Context: an optimization exercise on an open-source flow, tuned for small area and a short achievable clock period. The choices shown serve that exercise and are no tape-out recipe. Where RTL was checked, it was by simulation tests only, not by an equivalence proof against the original. No functional check of the RTL was part of run 1.

==> flow/design.v (outline; a module is shown in full before it is edited, if it fits) <==
// module rms_fifo: 42 lines
// module rms: 12624 lines
module rms(input clk, input rst, input pushin, input [1:0] cmdin, input signed [31:0] Xin,
           input pullout, output stopout, output [31:0] Xout);
  // ...
==> flow/flow/run.sh <==
#!/bin/bash
# Layout flow: the standard flow with three changes to synthesis:
#  - Yosys synth runs with -noabc (no generic ABC pass before full-adder
#    extraction), so the adders written in the RTL are extracted as written;
#  - only full adders are extracted (extract_fa -fa), no half adders;
#  - the final ABC technology mapping uses an area-oriented script
#    (flow/abc_area_map.script).
# Placement buffers the ports with buf_2 cells (BUFFER_PORTS_ARGS).
# CTS runs without dummy loads (CTS_ARGS; same clustering as config.mk).
# Synthesis otherwise is synth_recipe.tcl (-nofsm -noshare, flatten, rename);
# floorplan through finish is the standard.sh unchanged.
set -euo pipefail
HERE=$(pwd)
SCRIPT=$HERE/flow/abc_area_map.script
{
  echo "# synth_recipe.tcl with synth -noabc and the final abc call using $SCRIPT"
  echo "proc abc {args} {"
  echo "  set i [lsearch -exact \$args -script]"
  echo "  if {\$i >= 0} { lset args [expr {\$i + 1}] $SCRIPT }"
  echo "  yosys abc {*}\$args"
  echo "}"
  echo 'proc synth {args} { yosys synth -nofsm -noshare -noabc {*}$args }'
  echo 'proc extract_fa {args} { yosys extract_fa -fa }'
  tail -n +2 synth_recipe.tcl
} > my_synth.tcl
grep -q '^source .*synth.tcl' my_synth.tcl
sed "s#SYNTH_SCRIPT=[^ ]*#SYNTH_SCRIPT=$HERE/my_synth.tcl#" standard.sh > my_standard.sh
grep -q "SYNTH_SCRIPT=$HERE/my_synth.tcl" my_standard.sh
bash my_standard.sh synth > synth.log 2>&1
export BUFFER_PORTS_ARGS="-buffer_cell sky130_fd_sc_hd__buf_2"
export CTS_ARGS="-sink_clustering_enable -repair_clock_nets -sink_clustering_size 18 -sink_clustering_max_diameter 50 -buf_list {sky130_fd_sc_hd__clkbuf_4 sky130_fd_sc_hd__clkbuf_8} -dont_use_dummy_load"
bash my_standard.sh finish > layout.log 2>&1
test -f out/final.def
==> flow/flow/abc_area_map.script <==
strash
dc2
dch
amap
topo
stime -c
==> flow/standard.sh <==
#!/bin/bash
# synth_recipe.tcl (not shown) runs the flow's synth.tcl, then flattens the netlist and writes it again
# the make line also repeats each setting of config.mk as NAME=value (left out here)
make -C /OpenROAD-flow-scripts/flow DESIGN_CONFIG=/design/flow/config.mk WORK_HOME=/design/flow/orfs CLKGATE_MAP_FILE= SYNTH_SCRIPT=/design/flow/synth_recipe.tcl "${@:-finish}"
==> flow/config.mk <==
export PLATFORM = sky130hd
export DESIGN_NAME = rms
export DESIGN_NICKNAME = rms
export VERILOG_FILES = /design/flow/design.v
export SDC_FILE = /design/flow/constraint.sdc
export NUM_CORES = 4
export LEC_CHECK = 0
export ABC_AREA = 1
export CAP_MARGIN = 30
export CORE_MARGIN = 2
export CORE_UTILIZATION = 70
export CTS_BUF_LIST = sky130_fd_sc_hd__clkbuf_4 sky130_fd_sc_hd__clkbuf_8
export CTS_CLUSTER_DIAMETER = 50
export CTS_CLUSTER_SIZE = 18
export PLACE_DENSITY = 0.8
export SLEW_MARGIN = 20
==> flow/constraint.sdc <==
create_clock -name core_clock -period 220.0 [get_ports {clk}]
set_input_delay 44.0000 -clock core_clock [delete_from_list [all_inputs] [get_ports {clk}]]
set_output_delay 44.0000 -clock core_clock [all_outputs]
set_load 0.01 [all_outputs]
==> results.json, run 1 <==
{
  "holdCritStartpoint": "p2_S_44",
  "n_sequential_cell": 1568,
  "synth_flop_cell": "edfxtp_1",
  "first_global_vias": 66700,
  "largest_class": "multi-input gates",
  "multiInputGateArea_um2": 53100,
  "vias": 61700,
  "clk_share": 0.0188,
  "r2r-end": "p4_w2782",
  "worstPathMaxFanout": 33,
  "ys_seq_elements": 1568,
  "drt_iter0_drc": 6064,
  "cts_buffers": 146,
  "path_cells": "buf_2 > nor2_1 > inv_2 > o21ai_0 > nor2_1 > nand2_1 > nor2_1 > nand2_1 > clkinv_1 > a221oi_1",
  "synthAdderAreaFrac": 0.322,
  "num_rows": 138,
  "cts_setup_buffers": 0,
  "cp_top_family": "simple AND/OR/NAND/NOR gates",
  "cp_data_arrival_time_ns": 46.48,
  "status": "no timing/DRC/antenna violations",
  "skew_ns": 0.157,
  "clockBufferDepth": 3,
  "syn_inst": 6748,
  "yosysTopAreaCellShare": 0.430,
  "synth-simple-area-share": 0.0617,
  "synthDistinctLibCells": 49,
  "gr-usage-met2": 0.539,
  "grt-ovfl-total": 0
}
==> module rms_fifo, before the edit <==
module rms_fifo #(parameter DEPTH = 23)
               (input clk, input rst, input we, input [31:0] wdata_n,
                output full, input pullout, output stopout, output reg [31:0] Xout);
  reg [31:0] mem [0:DEPTH-1];
  reg [4:0] wp, rp;
  reg wl, rl;                  
  reg hv;                      
  wire empty = (wp == rp) && (wl == rl);
  assign full = (wp == rp) && (wl != rl);
  wire ld = pullout | ~hv;     
  always @(posedge clk)
    if (we) mem[wp] <= wdata_n;
  always @(posedge clk or posedge rst)
    if (rst) begin
      wp <= 5'd0;
      wl <= 1'b0;
    end else if (we) begin
      if (wp == DEPTH - 1) begin
        wp <= 5'd0;
        wl <= ~wl;
      end else
        wp <= wp + 5'd1;
    end
  always @(posedge clk or posedge rst)
    if (rst) begin
      rp <= 5'd0;
      rl <= 1'b0;
      hv <= 1'b0;
    end else if (ld) begin
      hv <= ~empty;
      if (!empty) begin
        if (rp == DEPTH - 1) begin
          rp <= 5'd0;
          rl <= ~rl;
        end else
          rp <= rp + 5'd1;
      end
    end
  always @(posedge clk)
    if (ld) Xout <= ~mem[rp];
  assign stopout = ~hv;
endmodule
==> run 2: changes to the inputs <==
--- a/flow/design.v
+++ b/flow/design.v
@@ -22,21 +22,27 @@
       end else
         wp <= wp + 5'd1;
     end
+  reg [4:0] rp1;
+  reg rl1;
+  wire adv = ld & ~empty;      
   always @(posedge clk or posedge rst)
     if (rst) begin
       rp <= 5'd0;
       rl <= 1'b0;
-      hv <= 1'b0;
-    end else if (ld) begin
-      hv <= ~empty;
-      if (!empty) begin
-        if (rp == DEPTH - 1) begin
-          rp <= 5'd0;
-          rl <= ~rl;
-        end else
-          rp <= rp + 5'd1;
-      end
+      rp1 <= 5'd1;
+      rl1 <= 1'b0;
+    end else if (adv) begin
+      rp <= rp1;
+      rl <= rl1;
+      if (rp1 == DEPTH - 1) begin
+        rp1 <= 5'd0;
+        rl1 <= ~rl1;
+      end else
+        rp1 <= rp1 + 5'd1;
     end
+  always @(posedge clk or posedge rst)
+    if (rst) hv <= 1'b0;
+    else if (ld) hv <= ~empty;
   always @(posedge clk)
     if (ld) Xout <= ~mem[rp];
   assign stopout = ~hv;
==> results.json, run 2 <==
{
  "syn_inst": 6698,
  "reg2reg_depth": 123,
  "critPathCaptureType": "output pin",
  "skew_ns": 0.151,
  "core_um2": 141000,
  "drt_iter0_drc": 6159,
  "cts-root-buf": "clkbuf_8",
  "clkTransAtPathRegs_ns": 0.10,
  "ys_seq_elements": 1574,
  "critPathKind": "flop to output pin",
  "synthDistinctLibCells": 44,
  "critPathBufInv": 1,
  "final_hold_viol_count": 0,
  "r2r-end": "p4_w2777",
  "hold_class": "flop to flop",
  "rsz0062_at_grt": "false",
  "holdCritStartpoint": "p2_S_29",
  "ios": 71,
  "nets": 8753,
  "cts.repair.resized": 0,
  "path_cells": "buf_2",
  "die_w_um": 381,
  "cp_data_arrival_time_ns": 1.52,
  "worst-path-stages": 1,
  "htreeDepth": 4,
  "synth-seq-area-share": 0.461,
  "slowest_delay_ns": 0.41,
  "whs_path_depth": 0,
  "tightest_slew_ns": 1.10,
  "drc": 0,
  "drive_gt1_frac": 0.0661,
  "postLayoutCoreUtil": 0.754,
  "gp_congestion": 0.971,
  "hold_end": "p3_S_29",
  "numPortBuffers": 70,
  "syn_nets": 8339,
  "viasPerCell": 6.88,
  "die_height_um": 381,
  "reg2reg_from": "p3_w1729",
  "setup_viol": 0,
  "synthArstFlopShare": 0.0191,
  "r2r_slack_ns": 176.05,
  "tns_ns": 0,
  "fin_crit_ns": 45.52,
  "layout_common_cells": "1603 x fa_1, 1428 x edfxtp_1, 842 x o22a_1",
  "grt_first_pass_wirelength_um": 359000,
  "drtAntennaViolNets": 0,
  "status": "no timing/DRC/antenna violations",
  "dieArea_um2": 145000,
  "yosysTopAreaCellShare": 0.430,
  "wire_per_inst_um": 24.6,
  "relSlewSlack": 0.268,
  "synth_edf_count": 1428,
  "post_dp_cell_area_um2": 104000,
  "grt_usage": 0.316,
  "largest_register": "u_fifo.mem",
  "clockBufferDepth": 3,
  "synthTopCellsByArea": "edfxtp_1 43%, fa_1 32%, o22a_1 7.4%",
  "grt_max_degree": 185,
  "fin_crit_sh": 0.207,
  "fmax_ghz": 0.0220,
  "cts_tree": "done",
  "crit_required_ns": 176.00,
  "final_common_cell": "fa_1",
  "syn_to_final_growth_pct": 6.88,
  "antenna_found_initial": 2,
  "dr.pass1.iters": 6,
  "num_rows": 138,
  "grt-ovfl-total": 0,
  "cts_setup_buffers": 0,
  "critical_path.startpoint_type": "flop",
  "yosys.area.top_type": "edfxtp_1",
  "yosysMostFrequentCell": "fa_1",
  "cp_top_family": "flip-flops",
  "yosysWarnings": 2,
  "first_global_vias": 66800,
  "initial_utilization": 0.705,
  "cts_sinks": 1574,
  "vias": 62000,
  "avgSynthCellArea_um2": 14.9,
  "worstPathMaxFanout": 1,
  "netlist_area_um2": 99700,
  "cts_hold_buf": 0,
  "cts_buffers": 143,
  "slew_viol_final": 0,
  "largest_register_ffs": 736,
  "synth_flop_cell": "edfxtp_1",
  "max_cap_violations": 0,
  "reg_top3": "u_fifo.mem: 736 flops, S: 72 flops",
  "stdcell_area_um2": 107000,
  "cp_slowest_cell": "edfxtp_1",
  "wl_um": 221000,
  "hpwlAfterDp_um": 155000,
  "clk_latency_ns": 0.94,
  "ys_top_cells_by_count": "1603 x fa_1, 1428 x edfxtp_1, 855 x nor2_1"
}
## run 2: cell types whose count changed in the layout (fill, tap and decap cells not counted), sizes merged, moves of 52 or more
cell,change
o21ai,+53
a2111oi,-69
o22ai,+68
o221a,-60
and3,-52
nand2,-117
o221ai,+121
## run 2: worst max-delay path by stage
stage                    start       endpoint
2_1_floorplan         p2_w1729       p3_w2366
3_3_place_gp           pullout  u_fifo.rp1[4]
3_5_place_dp           pullout  u_fifo.rp1[4]
4_1_cts        u_fifo.Xout[16]       Xout[16]
5_1_grt               p5_w1729       p6_w3810
6_report        u_fifo.Xout[1]        Xout[1]
## run 2: stage by stage
| stage | hold slack, ns | cells | worst slack (ns) |
|---|---|---|---|
| after floorplan | 0.363 | 6698 | 174.17 |
| after global placement | 0.401 | 8832 | 174.49 |
| after detailed placement | 0.405 | 8837 | 174.41 |
| after CTS | 0.362 | 8980 | 174.39 |
| after global routing | 0.379 | 9001 | 173.84 |
| final | 0.359 | 9001 | 174.48 |
## run 2: routing by layer
layer,vias to the layer above,wire length [µm],track usage
li1,26300,-,-
met2,2908,111000,0.530
met4,0,11100,0.143
met3,650,16800,0.0480
met1,32100,82400,0.415
met5,-,0,0
## run 2: final cells by class
cell class / count / area (µm²)
Multi-Input combinational cell: 4787 / 52900
Clock buffer: 143 / 1970
Inverter: 337 / 1280
Timing Repair Buffer: 269 / 2150
Antenna cell: 1 / 2.50
Fill cell: 8517 / 34800
Tap cell: 1890 / 2360
Sequential cell: 1574 / 46000
## run 2: logic make-up (layout without fill, tap and decap cells)
logic type,Yosys count,in the layout,share of synthesized area
simple gates,1255,1255,0.0531
buf+inv,337,749,0.0127
compound gates,1928,1928,0.151
xor+xnor,1,1,0.0000878
fa+ha+maj,1603,1603,0.322
flops,1574,1574,0.461
other cells,0,1,0
==> run 3: changes to the inputs <==
--- a/flow/flow/run.sh
+++ b/flow/flow/run.sh
@@ -6,6 +6,8 @@
 #  - the final ABC technology mapping uses an area-oriented script
 #    (flow/abc_area_map.script).
 # Placement buffers the ports with buf_2 cells (BUFFER_PORTS_ARGS).
+# Timing-driven global placement keeps none of its trial buffering
+# (GPL_KEEP_OVERFLOW=0); repair_design afterwards buffers what is needed.
 # CTS runs without dummy loads (CTS_ARGS; same clustering as config.mk).
 # Synthesis otherwise is synth_recipe.tcl (-nofsm -noshare, flatten, rename);
 # floorplan through finish is the standard.sh unchanged.
@@ -28,6 +30,7 @@
 grep -q "SYNTH_SCRIPT=$HERE/my_synth.tcl" my_standard.sh
 bash my_standard.sh synth > synth.log 2>&1
 export BUFFER_PORTS_ARGS="-buffer_cell sky130_fd_sc_hd__buf_2"
+export GPL_KEEP_OVERFLOW=0
 export CTS_ARGS="-sink_clustering_enable -repair_clock_nets -sink_clustering_size 18 -sink_clustering_max_diameter 50 -buf_list {sky130_fd_sc_hd__clkbuf_4 sky130_fd_sc_hd__clkbuf_8} -dont_use_dummy_load"
 bash my_standard.sh finish > layout.log 2>&1
 test -f out/final.def
==> results.json, run 3 <==
{
  "synthDistinctLibCells": 44,
  "critical_path.startpoint_type": "flop",
  "cts_sinks": 1574,
  "die_w_um": 381,
  "pre_cts_ws_ns": 172.00,
  "final_hold_viol_count": 0,
  "slowest_delay_ns": 0.74,
  "ys_top_cells_by_count": "1603 x fa_1, 1428 x edfxtp_1, 855 x nor2_1",
  "fmax_ghz": 0.0211,
  "core_um2": 141000,
  "skew_ns": 0.149,
  "crit_top_cell": "fa_1",
  "use_met1": 0.426,
  "setup_viol": 0,
  "first_global_vias": 66600,
  "synthTopCellsByArea": "edfxtp_1 43%, fa_1 32%, o22a_1 7.4%",
  "cts_tree": "done",
  "fin_crit_sh": 0.216,
  "busiest_layer": "met2",
  "holdCritStartpoint": "p2_S_29",
  "yosysMostFrequentCell": "fa_1",
  "cp_slowest_cell": "a221oi_2",
  "nets": 8745,
  "dr.pass1.iters": 6,
  "ys_seq_elements": 1574,
  "grt-ovfl-total": 0,
  "reg2reg_depth": 114,
  "clkTransAtPathRegs_ns": 0.10,
  "use_met3": 0.0474,
  "largest_register_ffs": 736,
  "wl_um": 224000,
  "cts_hold_buf": 0,
  "antenna_found_initial": 1,
  "synth_edf_count": 1428,
  "drive_gt1_frac": 0.0697,
  "netlist_area_um2": 99700,
  "max_cap_violations": 0,
  "status": "no timing/DRC/antenna violations",
  "relSlewSlack": 0.249,
  "yosys.area.top_type": "edfxtp_1",
  "tns_ns": 0,
  "worstPathMaxFanout": 19,
  "drtAntennaViolNets": 0,
  "vias": 62100,
  "grt_usage": 0.319,
  "drt_iter0_drc": 6547,
  "clk_latency_ns": 0.92,
  "syn_to_final_growth_pct": 8.41,
  "cts_buffers": 144,
  "wire_per_inst_um": 24.9,
  "grt_max_degree": 102,
  "slew_viol_final": 0,
  "r2r-end": "p4_w2783",
  "rsz0062_at_grt": "false",
  "tightest_slew_ns": 1.12,
  "dieArea_um2": 145000,
  "synth-seq-area-share": 0.461,
  "num_rows": 138,
  "stdcell_count": 8994,
  "crit_required_ns": 220.56,
  "largest_register": "u_fifo.mem",
  "gr-usage-met2": 0.538,
  "whs_path_depth": 0,
  "r2r_slack_ns": 172.55,
  "critPathKind": "flop to flop",
  "die_height_um": 381,
  "fin_crit_ns": 47.45,
  "layout_common_cells": "1603 x fa_1, 1428 x edfxtp_1, 842 x o22a_1",
  "initial_utilization": 0.705,
  "hold_end": "p3_S_29",
  "worstSetupStartpoint": "p3_w1729",
  "reg2reg_from": "p3_w1729",
  "reg_top3": "u_fifo.mem: 736 flops, S: 72 flops",
  "cts_setup_buffers": 0,
  "drc": 0,
  "numPortBuffers": 70,
  "dp_cells": 8819,
  "synthArstFlopShare": 0.0191,
  "syn_inst": 6698,
  "gp_congestion": 0.957,
  "final_common_cell": "fa_1",
  "setup_ws_ns": 172.55,
  "hold_class": "flop to flop",
  "synth_flop_cell": "edfxtp_1",
  "avgSynthCellArea_um2": 14.9,
  "clockBufferDepth": 3,
  "cts-root-buf": "clkbuf_8",
  "viasPerCell": 6.91,
  "cts.repair.resized": 0,
  "cp_data_arrival_time_ns": 48.01,
  "htreeDepth": 4,
  "hpwlAfterDp_um": 162000,
  "yosysWarnings": 2,
  "yosysTopAreaCellShare": 0.430,
  "syn_nets": 8339,
  "grt_first_pass_wirelength_um": 364000,
  "ios": 71,
  "critPathCaptureType": "flop"
}
-- run 3: cell counts after synthesis --
Identical to the previous run, type by type.
-- run 3: cell type report --
| class | instances | area (µm²) |
|---|---|---|
| Multi-Input combinational cell | 4787 | 53100 |
| Sequential cell | 1574 | 46000 |
| Fill cell | 8224 | 33300 |
| Timing Repair Buffer | 260 | 3370 |
| Tap cell | 1890 | 2360 |
| Clock buffer | 144 | 1980 |
| Inverter | 337 | 1290 |
| Antenna cell | 2 | 5.00 |
-- run 3: through the flow --
step	hold WS [ns]	instance area (µm²)	utilization
4_1_cts	0.350	108000	0.761
5_1_grt	0.361	108000	0.764
3_5_place_dp	0.405	106000	0.747
2_1_floorplan	0.363	99700	-
3_3_place_gp	0.401	102000	0.724
6_report	0.349	108000	0.765
-- run 3: worst max-delay path by stage --
stage          endpoint  slack, ns  depth (start not counted)
2_1_floorplan  p3_w2366     174.17                        103
3_3_place_gp   p3_w2373     167.81                        101
6_report       p4_w2783     172.55                        114
3_5_place_dp   p4_w2781     172.00                        114
4_1_cts        p4_w2783     171.43                        114
5_1_grt        p4_w2783     170.19                        114
-- run 3: worst max-delay path, delay by kind of cell, from the launching register on --
family | cells | cell delay [ns]
simple gates | 10 | 1.67
compound gates | 17 | 6.91
buf+inv | 10 | 4.01
flops | 1 | 0.63
fa+ha+maj | 77 | 33.87
-- run 3: cells by family after synthesis --
family	after synthesis	synth area share
XOR/XNOR	1	0.0000878
buffers and inverters	337	0.0127
AO/OA/AOI/OAI	1928	0.151
flip-flops	1574	0.461
adder cells (fa/ha/maj)	1603	0.322
AND/OR/NAND/NOR	1255	0.0531
-- run 3: layer usage --
layer | up-vias | share of wire
met3 | 716 | 0.077
li1 | 26300 | -
met4 | 0 | 0.045
met2 | 3067 | 0.51
met5 | - | 0
met1 | 32000 | 0.37

[re-timing with driven ports]
In the flow no input, the clock included, has a driving cell. The finished layouts below were timed again as built, in two steps.
Step 1 sets driving cells, clkbuf_16 on the clock port and buf_2 on the other inputs (assumed; they add their load-dependent delay and slew).
Step 2 adds t to the input delays and takes it off the output delays; t is the mean of the earliest and latest rising clock arrival at the registers after step 1. Input paths then give back, and output paths get back, about the clock's delay inside the block.
a / b / c = ideal ports / drivers / drivers and shift; a / b = the first two.
run | shift t [ns] | setup WS [ns] | worst setup path after step 2
run 1 | 0.973 | 174.321 / 174.375 / 173.402 | input to register
run 2 | 0.949 | 174.483 / 174.409 / 174.344 | input to register
run 3 | 0.930 | 172.550 / 172.550 / 172.550 | register to register
After both steps setup and hold are still met in every run listed. The setup slack of run 1, which loses most, moves by +0.054 ns with the drivers and by -0.919 ns with both steps.
